This is an optimization exercise on Yosys and OpenROAD, whose aim is a short achievable clock period and few clock cycles, not a production implementation.
At most, simulation tests tie the RTL to the original design; equivalence was not proved.

==> run R: inputs <==
## cpu
module cpu (
    input           clk,
    input           rst,
    output          imem_en,
    output          imem_wen,
    output  [31:0]  imem_addr,
    output  [31:0]  imem_wdata,
    input   [31:0]  imem_rdata,
    output          dmem_en,
    output          dmem_wen,
    output  [31:0]  dmem_addr,
    output  [31:0]  dmem_wdata,
    input   [31:0]  dmem_rdata
);
Settings: LEC_CHECK=0, CAP_MARGIN=20, CORE_MARGIN=2, CORE_UTILIZATION=40, SLEW_MARGIN=20; clock period 11.0 ns.
run.sh (not shown) runs the stock make flow with config.mk's settings and CLKGATE_MAP_FILE= SYNTH_SCRIPT=/design/flow/synth_recipe.tcl, a recipe that flattens the netlist after the stock synthesis.
==> run D: changes against run R <==
--- a/flow/design.v
+++ b/flow/design.v
@@ -20,43 +20,47 @@
     assign imem_wdata = 32'h0;
     wire        flush;           
     wire [31:2] redirect;        
     wire        stall;           
     reg  [31:2] f_pc;
     assign imem_addr = {f_pc, 2'b00};
     reg  [15:0] btb_v;
-    reg  [ 9:0] btb_tag [0:15];
+    reg  [15:0] btb_fold;
+    reg  [31:6] btb_tag [0:15];
     reg  [31:2] btb_tgt [0:15];
     reg  [ 1:0] btb_ctr [0:15];
     wire [ 3:0] f_idx    = f_pc[5:2];
-    wire        f_hit    = btb_v[f_idx] && btb_tag[f_idx] == f_pc[15:6];
+    wire        f_hit    = btb_v[f_idx] && btb_tag[f_idx] == f_pc[31:6];
     wire        f_ptaken = f_hit && btb_ctr[f_idx][1];
+    wire        f_fold   = f_hit && btb_fold[f_idx];
     wire [31:2] f_pc4    = f_pc + 30'd1;
     wire [31:2] f_pred   = f_ptaken ? btb_tgt[f_idx] : f_pc4;
     always @(posedge clk) begin
         if (rst)
             f_pc <= 30'h400;
         else if (flush)
             f_pc <= redirect;
         else if (!stall)
             f_pc <= f_pred;
     end
     reg         d_valid;
     reg  [31:0] d_ir;
     reg  [31:2] d_pc;
     reg  [31:2] d_pred;
+    reg         d_fold;
     always @(posedge clk) begin
         if (rst || flush)
             d_valid <= 1'b0;
         else if (!stall)
             d_valid <= 1'b1;
         if (!stall) begin
             d_ir   <= bswap(imem_rdata);
             d_pc   <= f_pc;
             d_pred <= f_pred;
+            d_fold <= f_fold;
         end
     end
     wire [6:0] d_op  = d_ir[6:0];
     wire [2:0] d_f3  = d_ir[14:12];
     wire [4:0] d_rs1 = d_ir[19:15];
     wire [4:0] d_rs2 = d_ir[24:20];
     wire [4:0] d_rd  = d_ir[11:7];
@@ -107,14 +111,15 @@
     wire d_fb_m = e_valid && e_wr && e_rd == d_rs2;
     wire d_fb_w = m_valid && m_wr && m_rd == d_rs2;
     assign stall = d_valid && e_ld && !d_br &&
                    ((d_fa_m && d_use1) || (d_fb_m && d_use2));
     reg  [31:2] e_pc4;
     reg  [31:2] e_pc;
     reg  [31:2] e_pred;
+    reg         e_fold;
     reg  [31:2] e_tgt;
     reg  [31:0] e_ra;
     reg  [31:0] e_rb;
     reg  [31:0] e_imm;
     reg         e_bimm;
     reg         e_fa_m, e_fa_w, e_fb_m, e_fb_w;
     reg         e_late_a, e_late_b;
@@ -133,14 +138,15 @@
         e_br     <= d_br;
         e_jal    <= d_jal;
         e_jalr   <= d_jalr;
         e_f3     <= d_f3;
         e_pc     <= d_pc;
         e_pc4    <= d_pc4;
         e_pred   <= d_pred;
+        e_fold   <= d_fold;
         e_tgt    <= d_tgt;
         e_ra     <= d_auipc | d_jal ? {d_pc, 2'b00} : d_lui ? 32'h0 : d_ra;
         e_rb     <= d_rb;
         e_imm    <= d_imm;
         e_bimm   <= !(d_rop | d_br);
         e_fa_m   <= d_fa_m && d_use1;
         e_fa_w   <= d_fa_w && d_use1;
@@ -203,15 +209,15 @@
         m_b      <= e_b;
         m_late_a <= e_late_a;
         m_late_b <= e_late_b;
         m_pc     <= e_pc;
         m_pc4    <= e_pc4;
         m_tgt    <= e_tgt;
         m_t_bad  <= e_jalr || e_tgt != e_pred;
-        m_nt_bad <= e_pc4 != e_pred;
+        m_nt_bad <= (e_br || !e_fold) && e_pc4 != e_pred;
         m_res    <= e_alu;
         m_sdata  <= bswap(e_b);
     end
     assign dmem_en    = m_den;
     assign dmem_wen   = m_dwen;
     assign dmem_addr  = m_res;
     assign dmem_wdata = m_sdata;
@@ -230,49 +236,59 @@
             3'b110:  m_cond = m_ltu;
             default: m_cond = !m_ltu;
         endcase
     end
     wire m_taken = m_taken_always || (m_br && m_cond);
     assign flush    = m_valid && (m_taken ? m_t_bad : m_nt_bad);
     assign redirect = !m_taken ? m_pc4 : m_jalr ? m_res[31:2] : m_tgt;
+    reg  [31:2] w_pc;
+    reg         w_ctrl;
     always @(posedge clk) begin
         if (rst)
             w_valid <= 1'b0;
         else
             w_valid <= m_valid;
         w_wr   <= m_wr;
         w_rd   <= m_rd;
+        w_pc   <= m_pc;
+        w_ctrl <= m_br || m_jal || m_jalr;
         w_data <= m_jalr ? {m_pc4, 2'b00} : m_ld ? bswap(dmem_rdata) : m_res;
     end
     reg         u_valid;
     reg         u_taken;
     reg         u_jal;
     reg  [31:2] u_pc;
     reg  [31:2] u_tgt;
+    reg         u_fold;
+    reg  [31:2] u_ppc;
     always @(posedge clk) begin
         if (rst)
             u_valid <= 1'b0;
         else
             u_valid <= m_valid && (m_br || m_jal);
         u_taken <= m_taken;
         u_jal   <= m_jal;
         u_pc    <= m_pc;
         u_tgt   <= m_tgt;
-    end
-    wire [3:0] u_idx = u_pc[5:2];
-    wire       u_hit = btb_v[u_idx] && btb_tag[u_idx] == u_pc[15:6];
+        u_fold  <= m_jal && !m_wr && w_valid && !w_ctrl && w_pc + 30'd1 == m_pc;
+        u_ppc   <= w_pc;
+    end
+    wire [31:2] u_epc = u_fold ? u_ppc : u_pc;
+    wire [3:0] u_idx = u_epc[5:2];
+    wire       u_hit = btb_v[u_idx] && !btb_fold[u_idx] && btb_tag[u_idx] == u_epc[31:6];
     wire [1:0] u_ctr = btb_ctr[u_idx];
     always @(posedge clk) begin
         if (rst)
             btb_v <= 16'h0;
         else if (u_valid && u_taken)
             btb_v[u_idx] <= 1'b1;
         if (u_valid) begin
             if (u_taken) begin
-                btb_tag[u_idx] <= u_pc[15:6];
+                btb_fold[u_idx] <= u_fold;
+                btb_tag[u_idx] <= u_epc[31:6];
                 btb_tgt[u_idx] <= u_tgt;
                 btb_ctr[u_idx] <= u_jal ? 2'b11 : !u_hit ? 2'b10 : u_ctr == 2'b11 ? 2'b11 : u_ctr + 2'b01;
             end else if (u_hit) begin
                 btb_ctr[u_idx] <= u_ctr == 2'b00 ? 2'b00 : u_ctr - 2'b01;
             end
         end
     end
--- a/flow/config.mk
+++ b/flow/config.mk
@@ -4,8 +4,9 @@
 export VERILOG_FILES = /design/flow/design.v
 export SDC_FILE = /design/flow/constraint.sdc
 export NUM_CORES = 4
 export LEC_CHECK = 0
 export CAP_MARGIN = 20
 export CORE_MARGIN = 2
 export CORE_UTILIZATION = 40
+export SETUP_SLACK_MARGIN = 5
 export SLEW_MARGIN = 20
==> results.txt <==
# TYPE chip_impl_metric gauge
chip_impl_info{name="status",value="timing/DRC/antenna clean"} 1
chip_impl_metric{name="fmax",unit="MHz"} 158
chip_impl_info{name="post_synth_most_frequent_cells",value="sky130_fd_sc_hd__edfxtp_1, sky130_fd_sc_hd__mux4_2, sky130_fd_sc_hd__dfxtp_1"} 1
chip_impl_metric{name="timing.clock.skew",unit="ps"} 63.3
chip_impl_metric{name="critical_path.n_buffers_inverters",unit=""} 4
chip_impl_metric{name="relSlewSlack",unit="%"} 17.6
chip_impl_metric{name="layout_worst_path_cycle_share",unit="%"} 57.5
chip_impl_metric{name="r2r_setup_slack",unit="ps"} 4680
chip_impl_metric{name="layout.clock.cell_area_share",unit="%"} 6.48
chip_impl_metric{name="irDropWorstVdd",unit="µV"} 162
chip_impl_metric{name="ratio_of_cells_with_drive_above_1_in_the_final_layout",unit="%"} 23.5
chip_impl_metric{name="post_cts_resized",unit=""} 0
chip_impl_metric{name="synth-xor-area-share",unit="%"} 1.64
chip_impl_metric{name="synth-compound-area-share",unit="%"} 6.01
chip_impl_metric{name="critical-path-max-stage-delay",unit="ps"} 700
chip_impl_metric{name="cell_area_after_synthesis",unit="mm²"} 0.108
chip_impl_metric{name="layoutNonFillerInstCount",unit=""} 10796
chip_impl_metric{name="layout.nets",unit=""} 7235
chip_impl_metric{name="dr_wl_met2",unit="µm"} 170000
chip_impl_metric{name="pwr_density_cell",unit="mW/mm²"} 185
The numbers above come from run R.

==> results.txt <==
# TYPE chip_impl_metric gauge
chip_impl_info{name="post_synth_most_frequent_cells",value="sky130_fd_sc_hd__edfxtp_1, sky130_fd_sc_hd__mux4_2, sky130_fd_sc_hd__dfxtp_1"} 1
chip_impl_metric{name="layoutNonFillerInstCount",unit=""} 12751
chip_impl_metric{name="critical_path.n_buffers_inverters",unit=""} 3
chip_impl_metric{name="irDropWorstVdd",unit="µV"} 108
chip_impl_metric{name="synth-compound-area-share",unit="%"} 6.15
chip_impl_info{name="status",value="timing/DRC/antenna clean"} 1
chip_impl_metric{name="timing.clock.skew",unit="ps"} 84.4
chip_impl_metric{name="layout.clock.cell_area_share",unit="%"} 6.73
chip_impl_metric{name="relSlewSlack",unit="%"} 13.0
chip_impl_metric{name="fmax",unit="MHz"} 171
The numbers above come from run D.

Testbench counts of run R, summed over its fixed seeds: cycles 136,935.
Function not checked in run D: the RTL went through the layout flow alone.

-- what the ideal ports hide --
The flow's constraints put no driver on any port. The routed layouts listed below were extracted and timed again, unchanged, in two steps.
Step 1: set_driving_cell puts a clkbuf_16 on clk and a buf_2 on each other input, an assumption about the parent block.
Step 2 adds t to the input delays and takes it off the output delays; t is the mean of the earliest and latest rising clock arrival at the registers after step 1. Input paths then give back, and output paths get back, about the clock's delay inside the block.
Slacks: ideal ports / drivers / drivers and shift; pairs: ideal ports / drivers.
run	t, ns	slack for setup (ns)	worst setup path after step 2	worst register clock-pin slew, ns	pins driven straight from the clock port
run R	0.974	4.678 / 4.678 / 4.678	register to register	0.07 / 0.07	1
run D	0.927	5.164 / 5.164 / 5.164	register to register	0.07 / 0.07	1
After both steps setup and hold are still met in every run listed.
